Context: an optimization exercise on an open-source flow, tuned for small area and a short achievable clock period. The choices shown serve that exercise and are no tape-out recipe. Function was checked by simulation only, so behaviour that the tests miss may differ from the original. Power is estimated from default activity; no workload was simulated. No driver is modelled on the clock port, so clocking that relies on it looks cheaper here than on a real chip.

== harbor ==
==> flow/design.v (excerpt) <==
module fifo(
  input clk,rst,wr_en,rd_en,
  input [7:0] buf_in,
  output reg [7:0]buf_out,
  output buf_empty,
  output reg buf_full,
  output reg [6:0] fifo_counter
);
Size: roughly 1200 cells after synthesis, roughly 570 flip-flops, ~29 I/O pins, about 0.021 mm2 of cells after synthesis.
Settings: LEC_CHECK=0, CAP_MARGIN=20, CORE_MARGIN=2, CORE_UTILIZATION=70, PLACE_DENSITY=0.8, SETUP_SLACK_MARGIN=1.4, SLEW_MARGIN=20; clock period 3.3 ns.
standard.sh (not shown) runs the stock make flow with config.mk's settings and CLKGATE_MAP_FILE= SYNTH_SCRIPT=/design/flow/synth_recipe.tcl, a recipe that flattens the netlist after the stock synthesis.
==> flow/flow/run.sh <==
#!/bin/bash
# Standard ORFS layout, with plain buffers on the ports, resizing not limited
# to each cell's footprint, and larger clock-tree sink clusters.
set -euo pipefail
bash standard.sh MATCH_CELL_FOOTPRINT=0 \
  "BUFFER_PORTS_ARGS=-buffer_cell sky130_fd_sc_hd__buf_4" \
  "CTS_ARGS=-sink_clustering_enable -repair_clock_nets -dont_use_dummy_load -sink_clustering_size 30 -sink_clustering_max_diameter 100" \
  finish > flow.log 2>&1
> inputs changed (harbor -> indigo)
-- flow/config.mk --
<<< harbor, line 10
export CORE_UTILIZATION = 70
export PLACE_DENSITY = 0.8
>>> indigo, line 10
export CORE_UTILIZATION = 40
### Flow results
- indigo ended with less leakage power figure than harbor.
- Total power: indigo above harbor
- Lower met2 layer wire length in the routed design goes to indigo over harbor.
- From harbor to indigo the numbers moved as follows: proportion of total power due to net switching shows no meaningful change; met3 track demand over resource in global routing shows a reduction of 2.5 points; die area shows an increase of about 70%; setup slack shows an increase of 27 ps.
- Summary: with harbor as the reference, highest ir drop seen on vdd in indigo moved down by more than 10%.
- indigo against harbor; total routed wire length on the met1 layer is up by more than 10%.
- The first-pass GRT wire length reported for indigo is greater than that of harbor by about 0.56%.

---

Starting RTL as in the previous note.
==> flow/config.mk <==
export PLATFORM = sky130hd
export DESIGN_NAME = fifo
export DESIGN_NICKNAME = fifo
export VERILOG_FILES = /design/flow/design.v
export SDC_FILE = /design/flow/constraint.sdc
export NUM_CORES = 4
export LEC_CHECK = 0
export CAP_MARGIN = 20
export CORE_MARGIN = 2
export CORE_UTILIZATION = 40
export SETUP_SLACK_MARGIN = 1.7
export SLEW_MARGIN = 20
==> flow/constraint.sdc <==
create_clock -name core_clock -period 3.3 [get_ports {clk}]
set_input_delay 0.6600 -clock core_clock [delete_from_list [all_inputs] [get_ports {clk}]]
set_output_delay 0.6600 -clock core_clock [all_outputs]
set_load 0.01 [all_outputs]
Scripts as last shown in full above: flow/flow/run.sh
Next try:
--- a/flow/config.mk
+++ b/flow/config.mk
@@ -6,7 +6,8 @@
 export NUM_CORES = 4
 export LEC_CHECK = 0
+export ABC_AREA = 1
 export CAP_MARGIN = 20
 export CORE_MARGIN = 2
 export CORE_UTILIZATION = 40
-export SETUP_SLACK_MARGIN = 1.7
+export SETUP_SLACK_MARGIN = 1.4
 export SLEW_MARGIN = 20
What happened:
- register-to-register slack is better by 0.10 ns
- power went up by 25%
- flip-flop and latch count is unchanged
- global-route usage went down by 2.8 points
- non-clock buffer count went down by 217
- wire length went down by about 17%
- hold slack is worse by 0.13 ns
- combinational power went up to 2.6 times its value
Next try:
--- a/flow/config.mk
+++ b/flow/config.mk
@@ -6,8 +6,7 @@
 export NUM_CORES = 4
 export LEC_CHECK = 0
-export ABC_AREA = 1
 export CAP_MARGIN = 20
 export CORE_MARGIN = 2
 export CORE_UTILIZATION = 40
-export SETUP_SLACK_MARGIN = 1.4
+export SETUP_SLACK_MARGIN = 1.1
 export SLEW_MARGIN = 20
=> The changed run completed with no timing, DRC or antenna violations. Clock power fell by about 1%. Utilization drops by 0.20 points. Clock skew barely changes. Routed wire length falls by 2.0%. Total power falls by 24%. Worst hold slack gets better by 0.13 ns. Setup slack degrades by 0.26 ns. Via count goes down by 17%.
Next try:
--- a/flow/config.mk
+++ b/flow/config.mk
@@ -8,5 +8,6 @@
 export CAP_MARGIN = 20
 export CORE_MARGIN = 2
-export CORE_UTILIZATION = 40
-export SETUP_SLACK_MARGIN = 1.1
+export CORE_UTILIZATION = 55
+export PLACE_DENSITY = 0.65
+export SETUP_SLACK_MARGIN = 1.4
 export SLEW_MARGIN = 20
After rerunning:
- register-to-register slack improved by 0.17 ns
- routed wire length stays flat
- hold slack improved by 0.024 ns
- global-route usage went up by 5.9 points
- worst setup slack improved by 0.17 ns
- cell area went up by a few percent
- maximum frequency went up by a little under a tenth
- power barely changes

what the ideal ports hide:
Ports are ideal in the flow. The routed layouts listed here were re-timed in OpenROAD. Step 1: set_driving_cell puts a clkbuf_16 on clk and a buf_2 on each other input, an assumption about the parent block. Step 2 times the ports against the registers' clock, not the clock port: input delays grow and output delays shrink by t, the midpoint of the rising clock arrivals with the driver on. Three values: no drivers, after step 1, after step 2; two values: the first two.
run	shift t [ns]	setup slack, ns	clock arrival spread, ns	worst slew at a driven data input, ns	cell pins on the clock port's net
harbor	0.607	1.329 / 1.329 / 1.128	0.054 / 0.053	0.04	1
indigo	0.613	1.356 / 1.356 / 1.121	0.040 / 0.040	0.04	1
the first run of note 2	0.617	1.385 / 1.385 / 1.194	0.043 / 0.042	0.04	1
the second run of note 2	0.622	1.439 / 1.385 / 1.190	0.056 / 0.056	0.04	1
the third run of note 2	0.617	1.174 / 1.174 / 0.876	0.059 / 0.059	0.04	1
the fourth run of note 2	0.611	1.346 / 1.346 / 1.023	0.039 / 0.040	0.04	1
After both steps every run listed still meets setup and hold. The setup slack of the fourth run of note 2, which loses most, moves by 0.000 ns with the drivers and by -0.323 ns with both steps.
